Context: an optimization exercise on an open-source flow, tuned for small area and a short achievable clock period. The choices shown serve that exercise and are no tape-out recipe. Only simulation tests tie the RTL to the original design; equivalence was not proved. Power and IR drop assume default switching activity.

<file path="flow/design.v">
module lab2_pipe (
    input clk,
    input rst,
    input start,
    input [31:0] x,
    output reg rdy,
    output reg [31:0] y
);
reg [31:0] pow2, pow3, pow4, pow5, temp_pow2;
reg [31:0] x1, x2, x3, x4;
reg rdy1, rdy2;
always @(posedge clk) begin
    if (rst) begin
        y    <= 0;
        rdy  <= 1;
        pow2 <= 0;
        pow3 <= 0;
        pow4 <= 0;
        pow5 <= 0;
        x1   <= 0;
        x2   <= 0;
        x3   <= 0;
        x4   <= 0;
        rdy1 <= 0;
        rdy2 <= 0;
        temp_pow2 <= 0;
    end else begin
        if (start) begin
            rdy  <= 0;
            rdy1 <= 1;
        end
        rdy2 <= rdy1;
        rdy  <= rdy2;
        x1   <= x;
        x2   <= x1;
        x3   <= x2;
        x4   <= x3;
        pow2      <= x * x;
        pow3      <= pow2 * x1;  
        pow4      <= pow3 * x2;  
        pow5      <= pow4 * x3;  
        temp_pow2  = x4 * x4;    
        y         <= pow5 + temp_pow2;  
    end
end
endmodule
</file>
<file path="flow/run.sh">
#!/bin/bash
# synth_recipe.tcl (not shown) runs the flow's synth.tcl, then flattens the netlist and writes it again
# the make line also repeats each setting of config.mk as NAME=value (left out here)
make -C /OpenROAD-flow-scripts/flow DESIGN_CONFIG=/design/flow/config.mk WORK_HOME=/design/flow/orfs CLKGATE_MAP_FILE= SYNTH_SCRIPT=/design/flow/synth_recipe.tcl finish
</file>
<file path="flow/config.mk">
export PLATFORM = sky130hd
export DESIGN_NAME = lab2_pipe
export DESIGN_NICKNAME = lab2_pipe
export VERILOG_FILES = /design/flow/design.v
export SDC_FILE = /design/flow/constraint.sdc
export NUM_CORES = 4
export LEC_CHECK = 0
export CAP_MARGIN = 20
export CORE_MARGIN = 2
export CORE_UTILIZATION = 40
export PLACE_DENSITY = 0.6
export SLEW_MARGIN = 20
</file>
<file path="flow/constraint.sdc">
create_clock -name core_clock -period 15.0 [get_ports {clk}]
set_input_delay 3.0000 -clock core_clock [delete_from_list [all_inputs] [get_ports {clk}]]
set_output_delay 3.0000 -clock core_clock [all_outputs]
set_load 0.01 [all_outputs]
</file>
==> key figures <==
Min path
  – Hold Crit Class: flip-flop to flip-flop
  – Hold EP: rdy$_SDFF_PP1_
  – Worst hold stages: 1
  – Worst Min Path Start: rdy2$_SDFF_PP0_

Run status
  – Outcome: no timing/DRC/antenna violations

Placed design
  – RD Place Congestion: 0.873
  – Port buffer count: 66
  – HPWL after detailed placement: 167,000 um

Clock network
  – CTS Hold Buffers Added: 0
  – Worst-skew pair later-pin latency: 0.67 ns
  – TritonCTS clock tree: yes
  – Number of buffers created by CTS: 42
  – Post-CTS Resized: 0
  – Post-CTS Repair Setup Buffers: 0
  – CTS clk-pin slew, worst paths: approximately 0.060 ns
  – Root buf cell: clkbuf_16
  – CTS sink count: 284
  – Max Root-Sink Buffers: 3
  – Clock H-tree levels: 2

Synth
  – Yosys warning total: 1
  – Post-synthesis sequential area ratio: 0.0699
  – Main synth FF type: dfxtp_1
  – Unique masters post-synth: 68
  – Async SR Flop Fraction: 0
  – Post-Syn Instances: about 8,700
  – EDFF count, synth: 0
  – Avg Synthesized Cell Area: roughly 9.3 um2
  – Mapped Area: approximately 81,000 um2
  – Seq cells post-synth: 284

Global routing
  – GRT Total Usage: 0.212
  – Initial antenna violation count: 7
  – M1 GR Usage: 0.277
  – Largest net degree at the start of global routing: 152
  – Gr busiest metal: met2
  – GR Util met3: 0.0233
  – First-pass GRT wire length: 346,000 um
  – Vias in the first global route: 63,010
  – Routing usage on met2: 0.377
  – Grt ovf: 0

Run
  – Max-cap viol count: 0

Layout
  – Area growth syn-to-layout: 6.04%
  – Most common cell after layout, fill and taps aside: inv_1
  – Fill count: 19,855
  – Share of layout cells above drive strength 1: 0.0236
  – Layout Nets: 11,199
  – Most frequent cells in the layout: 2,151 x inv_1, 1,972 x fa_1, 1,105 x and2_1

STA
  – Max-slew violations: 0
  – Worst slew margin: 0.216
  – Final setup violating endpoints: 0
  – Final hold vios: 0
  – Worst slew pin tran: 1.17 ns
  – Final period util: 0.742
  – RSZ-0062 raised after global routing: no
  – Setup_tns: 0 ns
  – Clk_skew: between 0.05 and 0.06 ns
  – Fmax: 89.9 MHz
  – Crit path time final: 11.13 ns

Critical path
  – Worst R2R Setup Slack: 6.46 ns
  – Reg-to-Reg Start: x4[7]$_SDFF_PP0_
  – CP max FO: 22
  – Critical Path RT: 15.57 ns
  – CP most frequent cell: fa_1
  – CP top delay family: adder cells
  – Endpoint type of the worst setup path: flip-flop
  – Buf+Inv Stages, Crit Path: 4
  – Master of the slowest instance on the critical path: clkdlybuf4s50_1
  – Worst Reg-to-Reg Cells: 27
  – Slowest stage delay, CP: 1.24 ns
  – Critical path arrival: 11.70 ns
  – CP Cell Sequence: clkdlybuf4s50_1, inv_1, nor2_1, fa_1, fa_1, fa_1, inv_1, fa_1, inv_1, fa_1, fa_1, fa_1, fa_1, ha_1, and3_1, a221o_1, a21o_1, o311a_1, a311o_1, o311a_1, o21a_1, nor3_1
  – CP Class: input port to flip-flop
  – CP Launch Type: input port
  – FF-to-FF End: y[31]$_SDFF_PP0_

Drt
  – Vias: around 55,000
  – Post-route ant nets: 0
  – Drt drc: 0
  – Initial DRC count: 2,507
  – First-pass DRT Iterations: 5
  – Routed len/inst: 18.4 um
  – Drt total wl: between 200,000 and 250,000 um
  – Via-to-Cell Ratio: 4.91

Floorplan
  – Die Footprint: 207,000 um2
  – Die X: 455 um
  – FP Rows: 165
  – Die Span Y: 455 um
  – Starting Density: 0.402
  – Core box area: 202,000 um2
  – # IOs: 68

Power and ir drop
  – Cell Pwr Density: roughly 200 nW/um2
  – Total chip power: between 15 and 20 mW
  – Max IR drop VDD: 0.892 mV
  – Leak: 43.8 nW
## cells in the mapped netlist, drive strengths merged (4+ instances only)
master	n	area (um2)
inv	2151	8070
fa	1972	39500
and2	1105	6910
nand2	944	3540
ha	638	7980
clkbuf	375	1410
dfxtp	284	5690
xnor2	243	2130
nor2	203	762
nor2b	159	995
xor2	111	972
a21oi	110	554
a21o	60	450
o21ai	53	265
nor3	29	145
nand3	26	130
a211oi	21	158
o21bai	20	150
and3	19	119
o21a	19	143
nand2b	15	93.8
a31oi	14	87.6
nand4	10	62.6
o211ai	9	67.6
o31ai	8	60.1
buf	7	30.0
o22ai	7	43.8
or2	7	43.8
nor4	6	43.8
or3	6	37.5
a211o	5	43.8
a41oi	5	43.8
a2111oi	4	35.0
a221o	4	40.0
a221oi	4	35.0
a31o	4	35.0
o2111ai	4	35.0
o311a	4	40.0
## worst reg2reg max path: stages (launching register included)
cell      delay, ns
dfxtp_1        0.96
inv_1          0.38
nor2_1         0.31
inv_1          0.09
fa_1           0.48
fa_1           0.43
inv_1          0.08
fa_1           0.19
inv_1          0.06
fa_1           0.52
inv_1          0.07
fa_1           0.50
inv_1          0.05
fa_1           0.53
inv_1          0.05
fa_1           0.48
inv_1          0.05
fa_1           0.48
inv_1          0.04
ha_1           0.40
nand3_1        0.12
or3_1          0.36
o22ai_1        0.65
a211oi_1       0.20
a311oi_1       0.51
a31oi_1        0.18
xnor2_1        0.18
nor2_1         0.06
## flip-flops by register name, indices dropped and copies added, names as in the netlist
| name | flops |
|---|---|
| pow4 | 32 |
| rdy1 | 1 |
| x3 | 31 |
| rdy2 | 1 |
| rdy | 1 |
| pow3 | 32 |
| x2 | 31 |
| x4 | 30 |
| pow5 | 32 |
| y | 31 |
| x1 | 31 |
| pow2 | 31 |
## final cells by class
class / instances / area [um2] / area share
tap: 2672 / 3340 / 0.0388
sequential: 284 / 5700 / 0.0661
clock buffer: 57 / 1210 / 0.0140
multi-input combinational: 5904 / 66200 / 0.767
timing repair buffer: 171 / 1470 / 0.0171
antenna: 6 / 15.0 / 0.000174
clock inverter: 19 / 236 / 0.00274
inverter: 2151 / 8070 / 0.0936
## per-layer routing
metal,vias up,wire (um)
li1,24723,-
met3,277,9220
met4,0,5550
met1,29139,87900
met2,1208,104000
met5,-,0
## how the worst max path moves through the flow
stage / startpoint / end / slack, ns / depth (start not counted)
after global routing: x[6] / pow2[30]$_SDFF_PP0_ / 3.62 / 22
after floorplan: x[4] / pow2[30]$_SDFF_PP0_ / 4.68 / 27
after CTS: x[6] / pow2[30]$_SDFF_PP0_ / 3.97 / 22
after detailed placement: x[6] / pow2[30]$_SDFF_PP0_ / 3.28 / 22
after global placement: x[6] / pow2[30]$_SDFF_PP0_ / 3.40 / 22
final: x[6] / pow2[30]$_SDFF_PP0_ / 3.87 / 22
## power by group
part	internal (mW)	leakage, nW	total (mW)	switching, mW
combinational	6.28	40.7	14.6	8.29
sequential	0.978	2.34	1.26	0.278
clock	0.622	0.704	1.07	0.448
## metrics by stage
stage	setup slack, ns	instance area (um2)	utilization	hold slack (ns)	cells
6_report	3.87	86200	0.427	0.417	11264
4_1_cts	3.97	86200	0.426	0.422	11257
3_3_place_gp	3.40	84700	0.419	0.393	11181
5_1_grt	3.62	86200	0.427	0.450	11258
3_5_place_dp	3.28	84700	0.419	0.404	11181
2_1_floorplan	4.68	81400	-	0.389	8721
## kinds of logic after synthesis
family	after synthesis	synth area share
flip-flops	284	0.0699
AO/OA/AOI/OAI	377	0.0306
XOR/XNOR	354	0.0381
adder cells (fa/ha/maj)	2610	0.584
buffers and inverters	2533	0.117
multiplexers	5	0.000662
other	2	0.0000924
AND/OR/NAND/NOR	2541	0.160

==> re-timing with driven ports <==
The flow's constraints put no driver on any port. The routed layout listed below was extracted and timed again, unchanged, in two steps.
Step 1, drivers: a clkbuf_16 drives clk and a buf_2 each remaining input, both assumed.
Step 2 adds t to the input delays and takes it off the output delays; t is the mean of the earliest and latest rising clock arrival at the registers after step 1. Input paths then give back, and output paths get back, about the clock's delay inside the block.
Slacks: no drivers / after step 1 / after step 2; pairs: no drivers / after step 1.
shift t [ns]: 0.715
setup WS [ns]: 3.872 / 3.923 / 3.208
worst slew at a driven data input, ns: 0.06
After both steps setup and hold are still met in this run. For this run, drivers alone change the setup slack by +0.051 ns; drivers and shift together by -0.664 ns.
